What follows belongs to an exercise in optimizing a design on an open flow for small area, a short achievable clock period and few clock cycles; a production flow would make more cautious choices. Where RTL was checked, it was by simulation tests only, not by an equivalence proof against the original. No driver is modelled on the clock port, so clocking that relies on it looks cheaper here than on a real chip. Power is estimated from default activity; no workload was simulated.

==> module fsm, before the edit <==
module fsm(
    input [15:0] dataIn,
    input R_I,
    input reset,
    input clk,
    output reg REG_ERROR,
    output [15:0] dataOut,
    output reg R_O
);
wire        s = dataIn[15];
wire [14:0] x = dataIn[14:0];
wire        busy = R_O | REG_ERROR;
wire [11:0] lo;
assign lo[0] = 1'b0;
genvar g;
generate
    for (g = 1; g < 12; g = g + 1) begin : p
        assign lo[g] = |x[g-1:0];
    end
endgenerate
wire [11:0] m = x[11:0] ^ ({12{s}} & lo);
wire err = s ? ~&x[14:11] : (|x[14:12] | (x[11] & lo[11]));
wire l4 = s ? (&x[10:4] & lo[4]) : ~|x[11:4];
wire l8 = s ? (&x[10:8] & lo[8]) : ~|x[11:8];
wire [11:0] t4;
assign t4[11:8] = m[11:8] | ({4{l8}} & m[7:4]) | ({4{l4}} & m[3:0]);
assign t4[7:4]  = ({4{~l8}} & m[7:4]) | ({4{l8 & ~l4}} & m[3:0]);
assign t4[3:0]  = {4{~l8}} & m[3:0];
wire f1 = ~t4[11] & t4[10];
wire f2 = ~t4[11] & ~t4[10] & t4[9];
wire f3 = ~t4[11] & ~t4[10] & ~t4[9] & t4[8];
reg        sgn, q8, q4, p1, p2, p3;
reg [11:0] r4;
always @(posedge clk) begin
    sgn <= s;
    q8  <= l4;
    q4  <= l8 & ~l4;
    p1  <= f1;
    p2  <= f2;
    p3  <= f3;
    r4  <= t4;
    if (reset) begin
        R_O       <= 1'b0;
        REG_ERROR <= 1'b0;
    end else begin
        R_O       <= R_I & ~busy & ~err;
        REG_ERROR <= R_I & ~busy & err;
    end
end
wire p0 = r4[11];
wire [13:0] rz = {r4, 2'b00};
generate
    for (g = 0; g < 10; g = g + 1) begin : o_m
        assign dataOut[g] = (p0 & rz[g+3]) | (p1 & rz[g+2]) | (p2 & rz[g+1]) | (p3 & rz[g]);
    end
endgenerate
assign dataOut[10] = p1 | p3;
assign dataOut[11] = p0 | p3;
assign dataOut[12] = p3 ^ q4;
assign dataOut[13] = p3 ? q8 : ~(q4 | q8);
assign dataOut[14] = (p0 | p1 | p2 | p3) & ~(p3 & q8);
assign dataOut[15] = sgn;
endmodule
==> flow/config.mk <==
export PLATFORM = sky130hd
export DESIGN_NAME = fsm
export DESIGN_NICKNAME = fsm
export VERILOG_FILES = /design/flow/design.v
export SDC_FILE = /design/flow/constraint.sdc
export NUM_CORES = 4
export LEC_CHECK = 0
export CAP_MARGIN = 20
export CORE_AREA = 2 2 62 62
export DIE_AREA = 0 0 64 64
export SETUP_SLACK_MARGIN = 2.68
export SLEW_MARGIN = 20
==> flow/constraint.sdc <==
create_clock -name core_clock -period 5.0 [get_ports {clk}]
set_input_delay 1.0000 -clock core_clock [delete_from_list [all_inputs] [get_ports {clk}]]
set_output_delay 1.0000 -clock core_clock [all_outputs]
set_load 0.01 [all_outputs]
standard.sh (not shown) runs the stock make flow with config.mk's settings and CLKGATE_MAP_FILE= SYNTH_SCRIPT=/design/flow/synth_recipe.tcl, a recipe that flattens the netlist after the stock synthesis.
==> flow/flow/run.sh <==
#!/bin/bash
# ORFS layout as in standard.sh (the standard flow's own layout), with two changes:
#  - synthesis is synth_recipe.tcl, except that ABC maps with the script in
#    flow/map.abc (plain mapping, no sizing: the resizer sizes the cells
#    later) and, if MY_ABC_AVOID is set, without the slow many-input cells it
#    names; registers are mapped as in synth_recipe.tcl and keep their names;
#  - plain buf_1 cells as the port buffers (the resizer upsizes them where
#    timing needs it).
# Settings are in flow/params.sh; the ORFS output goes to standard_flow.log
# and the per-step logs under orfs/logs.
set -euo pipefail
W=$PWD
source "$W/flow/params.sh"
export MY_ABC_D MY_ABC_SCRIPT
# cells whose names match MY_ABC_AVOID (a regular expression) are kept out of ABC's library
MY_ABC_DONTUSE=""
if [[ -n "${MY_ABC_AVOID:-}" ]]; then
  MY_ABC_DONTUSE=$(grep -oE '^\s*cell *\( *"?sky130_fd_sc_hd__[a-z0-9_]+' "$FLOW_HOME/platforms/sky130hd/lib/sky130_fd_sc_hd__tt_025C_1v80.lib" \
    | grep -oE 'sky130_fd_sc_hd__[a-z0-9_]+' | grep -E "sky130_fd_sc_hd__($MY_ABC_AVOID)" | tr '\n' ' ')
fi
export MY_ABC_DONTUSE
# clock tree options, if set, replace ORFS's defaults for clock_tree_synthesis
if [[ -n "${MY_CTS_ARGS:-}" ]]; then export CTS_ARGS="$MY_CTS_ARGS"; fi
# extra ORFS variables (NAME=value words), e.g. repair options
for kv in ${MY_ENV:-}; do export "$kv"; done
export BUFFER_PORTS_ARGS="-buffer_cell sky130_fd_sc_hd__buf_1"
sed "s#SYNTH_SCRIPT=[^ ]*#SYNTH_SCRIPT=$W/flow/my_synth.tcl#" standard.sh > my_standard.sh
bash my_standard.sh finish > standard_flow.log 2>&1
Other scripts of this flow, unchanged in this note and not shown: flow/flow/map.abc, flow/flow/my_synth.tcl, flow/flow/params.sh
Testbench counts at the start, summed over its fixed seeds: cycles 24,000.
Edit:
--- a/flow/design.v
+++ b/flow/design.v
@@ -23,34 +23,31 @@
 wire l4 = s ? (&x[10:4] & lo[4]) : ~|x[11:4];
 wire l8 = s ? (&x[10:8] & lo[8]) : ~|x[11:8];
 wire [11:0] t4;
 assign t4[11:8] = m[11:8] | ({4{l8}} & m[7:4]) | ({4{l4}} & m[3:0]);
 assign t4[7:4]  = ({4{~l8}} & m[7:4]) | ({4{l8 & ~l4}} & m[3:0]);
 assign t4[3:0]  = {4{~l8}} & m[3:0];
-wire f1 = ~t4[11] & t4[10];
-wire f2 = ~t4[11] & ~t4[10] & t4[9];
-wire f3 = ~t4[11] & ~t4[10] & ~t4[9] & t4[8];
-reg        sgn, q8, q4, p1, p2, p3;
+reg        sgn, q8, q4;
 reg [11:0] r4;
 always @(posedge clk) begin
     sgn <= s;
     q8  <= l4;
     q4  <= l8 & ~l4;
-    p1  <= f1;
-    p2  <= f2;
-    p3  <= f3;
     r4  <= t4;
     if (reset) begin
         R_O       <= 1'b0;
         REG_ERROR <= 1'b0;
     end else begin
         R_O       <= R_I & ~busy & ~err;
         REG_ERROR <= R_I & ~busy & err;
     end
 end
 wire p0 = r4[11];
+wire p1 = ~r4[11] & r4[10];
+wire p2 = ~r4[11] & ~r4[10] & r4[9];
+wire p3 = ~r4[11] & ~r4[10] & ~r4[9] & r4[8];
 wire [13:0] rz = {r4, 2'b00};
 generate
     for (g = 0; g < 10; g = g + 1) begin : o_m
         assign dataOut[g] = (p0 & rz[g+3]) | (p1 & rz[g+2]) | (p2 & rz[g+1]) | (p3 & rz[g]);
     end
 endgenerate
The new run went through all stages and came out clean.
Power drops by 6.5%.
Worst setup slack got worse by 130 ps.
Sequential share of layout area drops by 3.0 points.
Routed wire length drops by 3.5%.
Non-clock buffer count climbs by 2.
Flip-flop and latch count drops by 3.
Maximum frequency drops by 5.4%.
Hold slack barely changes.
Via count climbs by 1.1%.
No functional check of the RTL was part of the second run of this note.

---

The RTL this note starts from:
==> flow/design.v <==
module fsm(
    input [15:0] dataIn,
    input R_I,
    input reset,
    input clk,
    output reg REG_ERROR,
    output [15:0] dataOut,
    output reg R_O
);
wire        s = dataIn[15];
wire [11:0] x = dataIn[11:0];
wire        busy = R_O | REG_ERROR;
wire        err;
cv_err u_err (.x(dataIn[14:0]), .s(s), .err(err));
wire [11:0] nm;
cv_abs u_abs (.x(x), .s(s), .nm(nm));
wire k8, k4, nk8, nk4, nk0;
cv_class u_cls (.x(x), .s(s), .k8(k8), .k4(k4), .nk8(nk8), .nk4(nk4), .nk0(nk0));
wire [11:0] t4;
genvar g;
generate
    for (g = 8; g < 12; g = g + 1) begin : c_hi
        cv_o221ai u (.a1(nk4), .a2(nm[g-4]), .b1(nk8), .b2(nm[g-8]), .c1(nm[g]), .y(t4[g]));
    end
    for (g = 4; g < 8; g = g + 1) begin : c_mid
        cv_mux2i u (.s(k4), .a0(nm[g]), .a1(nm[g-4]), .y(t4[g]));
    end
    for (g = 0; g < 4; g = g + 1) begin : c_lo
        cv_nor2 u (.a(nk0), .b(nm[g]), .y(t4[g]));
    end
endgenerate
wire f1, f2, f3;
cv_nor2b u_f1 (.a(t4[11]), .bn(t4[10]), .y(f1));
cv_nor3b u_f2 (.a(t4[11]), .b(t4[10]), .cn(t4[9]), .y(f2));
cv_nor4b u_f3 (.a(t4[11]), .b(t4[10]), .c(t4[9]), .dn(t4[8]), .y(f3));
reg        sgn, q8, q4, p1, p2, p3;
reg [11:0] r4;
always @(posedge clk) begin
    sgn <= s;
    q8  <= k8;
    q4  <= k4;
    p1  <= f1;
    p2  <= f2;
    p3  <= f3;
    r4  <= t4;
    if (reset) begin
        R_O       <= 1'b0;
        REG_ERROR <= 1'b0;
    end else begin
        R_O       <= R_I & ~busy & ~err;
        REG_ERROR <= R_I & ~busy & err;
    end
end
wire p0 = r4[11];
cv_ao22  u_m0 (.a1(p0), .a2(r4[1]), .b1(p1), .b2(r4[0]), .y(dataOut[0]));
cv_ao222 u_m1 (.a1(p0), .a2(r4[2]), .b1(p1), .b2(r4[1]), .c1(p2), .c2(r4[0]), .y(dataOut[1]));
generate
    for (g = 2; g < 10; g = g + 1) begin : o_m
        cv_ao2222 u (.a1(p0), .a2(r4[g+1]), .b1(p1), .b2(r4[g]), .c1(p2), .c2(r4[g-1]),
                     .d1(p3), .d2(r4[g-2]), .y(dataOut[g]));
    end
endgenerate
cv_exp2 u_exp (.q8(q8), .q4(q4), .p0(p0), .p1(p1), .p2(p2), .p3(p3), .e(dataOut[14:10]));
assign dataOut[15] = sgn;
endmodule
module cv_exp2 (input q8, q4, p0, p1, p2, p3, output [4:0] e);
    wire k0 = ~q8 & ~q4;
    wire p012 = p0 | p1 | p2;
    assign e[0] = p1 | p3;
    assign e[1] = p0 | p3;
    assign e[2] = q4 ? p012 : p3;
    assign e[3] = (k0 & p012) | (q8 & p3);
    assign e[4] = p012 | (p3 & ~q8);
endmodule
module cv_ao22 (input a1, a2, b1, b2, output y);
    assign y = (a1 & a2) | (b1 & b2);
endmodule
module cv_ao222 (input a1, a2, b1, b2, c1, c2, output y);
    wire u, v;
    cv_aoi22 ua (.a1(a1), .a2(a2), .b1(b1), .b2(b2), .y(u));
    cv_nand2 ub (.a(c1), .b(c2), .y(v));
    cv_nand2 uc (.a(u), .b(v), .y(y));
endmodule
module cv_ao2222 (input a1, a2, b1, b2, c1, c2, d1, d2, output y);
    wire u, v;
    cv_aoi22 ua (.a1(a1), .a2(a2), .b1(b1), .b2(b2), .y(u));
    cv_aoi22 ub (.a1(c1), .a2(c2), .b1(d1), .b2(d2), .y(v));
    cv_nand2 uc (.a(u), .b(v), .y(y));
endmodule
module cv_aoi22 (input a1, a2, b1, b2, output y);
    assign y = ~((a1 & a2) | (b1 & b2));
endmodule
module cv_nor2b (input a, bn, output y);
    assign y = ~a & bn;
endmodule
module cv_nor3b (input a, b, cn, output y);
    assign y = ~a & ~b & cn;
endmodule
module cv_nor4b (input a, b, c, dn, output y);
    assign y = ~a & ~b & ~c & dn;
endmodule
module cv_err (input [14:0] x, input s, output err);
    assign err = s ? ~&x[14:11] : (|x[14:12] | (x[11] & |x[10:0]));
endmodule
module cv_abs (input [11:0] x, input s, output [11:0] nm);
    wire [11:0] lo;
    assign lo[0] = 1'b0;
    genvar i;
    generate
        for (i = 1; i < 12; i = i + 1) begin : p
            assign lo[i] = |x[i-1:0];
        end
    endgenerate
    assign nm = ~(x ^ ({12{s}} & lo));
endmodule
module cv_class (input [11:0] x, input s, output k8, k4, nk8, nk4, nk0);
    wire lt16  = s ? (&x[10:4] & |x[3:0]) : ~|x[11:4];
    wire lt256 = s ? (&x[10:8] & |x[7:0]) : ~|x[11:8];
    assign k8  = lt16;
    assign nk8 = ~lt16;
    assign k4  = lt256 & ~lt16;
    assign nk4 = ~(lt256 & ~lt16);
    assign nk0 = lt256;
endmodule
module cv_exp (input q8, q4, q2, n11, n10, output [4:0] e);
    wire [3:0] lz = {q8, q4, q2, n11};
    wire nz = ~(n11 & n10);
    assign e = nz ? (5'd26 - {1'b0, lz}) : 5'd0;
endmodule
module cv_o221ai (input a1, a2, b1, b2, c1, output y);
    assign y = ~((a1 | a2) & (b1 | b2) & c1);
endmodule
module cv_mux2i (input s, a0, a1, output y);
    assign y = ~(s ? a1 : a0);
endmodule
module cv_nor2 (input a, b, output y);
    assign y = ~(a | b);
endmodule
module cv_nand2 (input a, b, output y);
    assign y = ~(a & b);
endmodule
module cv_inv (input a, output y);
    assign y = ~a;
endmodule
clock: 5.0 ns
lec_check: 0
cap_margin: 20
core_area: 2 2 62 62
die_area: 0 0 64 64
setup_slack_margin: 2.6
slew_margin: 20
synth_hierarchical: 1
synth_minimum_keep_size: 0
==> flow/flow/run.sh <==
#!/bin/bash
# ORFS layout as in standard.sh (the standard flow's own layout), with two changes:
#  - synthesis is synth_recipe.tcl, except that ABC maps with the script in
#    flow/map.abc (plain mapping, no sizing: the resizer sizes the cells
#    later) and, if MY_ABC_AVOID is set, without the slow many-input cells it
#    names; registers are mapped as in synth_recipe.tcl and keep their names;
#  - plain buf_1 cells as the port buffers (the resizer upsizes them where
#    timing needs it).
# Settings are in flow/params.sh; the ORFS output goes to standard_flow.log
# and the per-step logs under orfs/logs.
set -euo pipefail
W=$PWD
source "$W/flow/params.sh"
export MY_ABC_D MY_ABC_SCRIPT
# cells whose names match MY_ABC_AVOID (a regular expression) are kept out of ABC's library
MY_ABC_DONTUSE=""
if [[ -n "${MY_ABC_AVOID:-}" ]]; then
  MY_ABC_DONTUSE=$(grep -oE '^\s*cell *\( *"?sky130_fd_sc_hd__[a-z0-9_]+' "$FLOW_HOME/platforms/sky130hd/lib/sky130_fd_sc_hd__tt_025C_1v80.lib" \
    | grep -oE 'sky130_fd_sc_hd__[a-z0-9_]+' | grep -E "sky130_fd_sc_hd__($MY_ABC_AVOID)" | tr '\n' ' ')
fi
export MY_ABC_DONTUSE
# clock tree options, if set, replace ORFS's defaults for clock_tree_synthesis
if [[ -n "${MY_CTS_ARGS:-}" ]]; then export CTS_ARGS="$MY_CTS_ARGS"; fi
export BUFFER_PORTS_ARGS="-buffer_cell sky130_fd_sc_hd__buf_1"
sed "s#SYNTH_SCRIPT=[^ ]*#SYNTH_SCRIPT=$W/flow/my_synth.tcl#" standard.sh > my_standard.sh
bash my_standard.sh finish > standard_flow.log 2>&1
Other scripts of this flow, unchanged in this note and not shown: flow/flow/map.abc, flow/flow/my_synth.tcl, flow/flow/params.sh
The starting point completed with no timing, DRC or antenna violations.
Testbench counts at the start, summed over its fixed seeds: cycles 24,000.
Edit:
--- a/flow/design.v
+++ b/flow/design.v
@@ -13,21 +13,23 @@
 wire        err;
 cv_err u_err (.x(dataIn[14:0]), .s(s), .err(err));
 wire [11:0] nm;
 cv_abs u_abs (.x(x), .s(s), .nm(nm));
-wire k8, k4, nk8, nk4, nk0;
-cv_class u_cls (.x(x), .s(s), .k8(k8), .k4(k4), .nk8(nk8), .nk4(nk4), .nk0(nk0));
+wire l4, l8, nl4, nl8, k4;
+cv_lt #(.J(4)) u_l4 (.x(x), .s(s), .lt(l4), .nlt(nl4));
+cv_lt #(.J(8)) u_l8 (.x(x), .s(s), .lt(l8), .nlt(nl8));
+cv_and2 u_k4 (.a(l8), .b(nl4), .y(k4));
 wire [11:0] t4;
 genvar g;
 generate
     for (g = 8; g < 12; g = g + 1) begin : c_hi
-        cv_o221ai u (.a1(nk4), .a2(nm[g-4]), .b1(nk8), .b2(nm[g-8]), .c1(nm[g]), .y(t4[g]));
+        cv_o221ai u (.a1(nl8), .a2(nm[g-4]), .b1(nl4), .b2(nm[g-8]), .c1(nm[g]), .y(t4[g]));
     end
     for (g = 4; g < 8; g = g + 1) begin : c_mid
         cv_mux2i u (.s(k4), .a0(nm[g]), .a1(nm[g-4]), .y(t4[g]));
     end
     for (g = 0; g < 4; g = g + 1) begin : c_lo
-        cv_nor2 u (.a(nk0), .b(nm[g]), .y(t4[g]));
+        cv_nor2 u (.a(l8), .b(nm[g]), .y(t4[g]));
     end
 endgenerate
 wire f1, f2, f3;
 cv_nor2b u_f1 (.a(t4[11]), .bn(t4[10]), .y(f1));
@@ -36,9 +38,9 @@
 reg        sgn, q8, q4, p1, p2, p3;
 reg [11:0] r4;
 always @(posedge clk) begin
     sgn <= s;
-    q8  <= k8;
+    q8  <= l4;
     q4  <= k4;
     p1  <= f1;
     p2  <= f2;
     p3  <= f3;
@@ -59,19 +61,17 @@
         cv_ao2222 u (.a1(p0), .a2(r4[g+1]), .b1(p1), .b2(r4[g]), .c1(p2), .c2(r4[g-1]),
                      .d1(p3), .d2(r4[g-2]), .y(dataOut[g]));
     end
 endgenerate
-cv_exp2 u_exp (.q8(q8), .q4(q4), .p0(p0), .p1(p1), .p2(p2), .p3(p3), .e(dataOut[14:10]));
+cv_exp3 u_exp (.q8(q8), .q4(q4), .p0(p0), .p1(p1), .p2(p2), .p3(p3), .e(dataOut[14:10]));
 assign dataOut[15] = sgn;
 endmodule
-module cv_exp2 (input q8, q4, p0, p1, p2, p3, output [4:0] e);
-    wire k0 = ~q8 & ~q4;
-    wire p012 = p0 | p1 | p2;
+module cv_exp3 (input q8, q4, p0, p1, p2, p3, output [4:0] e);
     assign e[0] = p1 | p3;
     assign e[1] = p0 | p3;
-    assign e[2] = q4 ? p012 : p3;
-    assign e[3] = (k0 & p012) | (q8 & p3);
-    assign e[4] = p012 | (p3 & ~q8);
+    assign e[2] = p3 ^ q4;
+    assign e[3] = p3 ? q8 : ~(q4 | q8);
+    assign e[4] = (p0 | p1 | p2 | p3) & ~(p3 & q8);
 endmodule
 module cv_ao22 (input a1, a2, b1, b2, output y);
     assign y = (a1 & a2) | (b1 & b2);
 endmodule
@@ -112,21 +112,15 @@
         end
     endgenerate
     assign nm = ~(x ^ ({12{s}} & lo));
 endmodule
-module cv_class (input [11:0] x, input s, output k8, k4, nk8, nk4, nk0);
-    wire lt16  = s ? (&x[10:4] & |x[3:0]) : ~|x[11:4];
-    wire lt256 = s ? (&x[10:8] & |x[7:0]) : ~|x[11:8];
-    assign k8  = lt16;
-    assign nk8 = ~lt16;
-    assign k4  = lt256 & ~lt16;
-    assign nk4 = ~(lt256 & ~lt16);
-    assign nk0 = lt256;
+module cv_lt #(parameter J = 4) (input [11:0] x, input s, output lt, nlt);
+    wire l = s ? (&x[10:J] & |x[J-1:0]) : ~|x[11:J];
+    assign lt  = l;
+    assign nlt = ~l;
 endmodule
-module cv_exp (input q8, q4, q2, n11, n10, output [4:0] e);
-    wire [3:0] lz = {q8, q4, q2, n11};
-    wire nz = ~(n11 & n10);
-    assign e = nz ? (5'd26 - {1'b0, lz}) : 5'd0;
+module cv_and2 (input a, b, output y);
+    assign y = a & b;
 endmodule
 module cv_o221ai (input a1, a2, b1, b2, c1, output y);
     assign y = ~((a1 | a2) & (b1 | b2) & c1);
 endmodule
@@ -138,7 +132,4 @@
 endmodule
 module cv_nand2 (input a, b, output y);
     assign y = ~(a & b);
 endmodule
-module cv_inv (input a, output y);
-    assign y = ~a;
-endmodule
Outcome:
- global-route usage goes up by 1.0 points
- worst setup slack degrades by 0.0048 ns
- non-clock buffer count came out higher by 2
- via count increases by 5.1%
- sequential power is about the same
- routed wire length came out higher by 12%
- count of clock-buffer cells in the layout is unchanged
- hold slack loses 0.0074 ns
- clock power came out higher by about 3%
- power went up by 2.2%
- die area stays the same
- sequential cell count is unchanged
The RTL of the second run of this note was laid out without a check of its function.

re-timing with driven ports:
How much do the figures lean on ideal ports? The routed layouts below were timed once more, with nothing changed but the port constraints. Step 1 sets driving cells, clkbuf_16 on the clock port and buf_2 on the other inputs (assumed; they add their load-dependent delay and slew). Step 2 also shifts input and output timing later by t, the mid clock arrival at the registers, as if the neighbouring blocks saw the same clock. Slacks: ideal ports / drivers / drivers and shift; pairs: ideal ports / drivers.
| run | shift t [ns] | setup WS [ns] | worst hold slack (ns) | worst data-port slew with drivers (ns) | pins driven straight from the clock port |
|---|---|---|---|---|---|
| the first run of note 1 | 0.266 | 2.715 / 2.713 / 2.448 | 0.522 / 0.522 / 0.522 | 0.03 | 1 |
| the second run of note 1 | 0.267 | 2.585 / 2.560 / 2.566 | 0.521 / 0.521 / 0.521 | 0.03 | 1 |
| the first run of note 2 | 0.311 | 2.674 / 2.655 / 2.478 | 0.555 / 0.555 / 0.555 | 0.03 | 1 |
| the second run of note 2 | 0.307 | 2.670 / 2.652 / 2.444 | 0.548 / 0.548 / 0.548 | 0.03 | 1 |
After both steps every run listed still meets setup and hold. For the first run of note 1, which loses most, drivers alone change the setup slack by -0.002 ns; drivers and shift together by -0.267 ns.
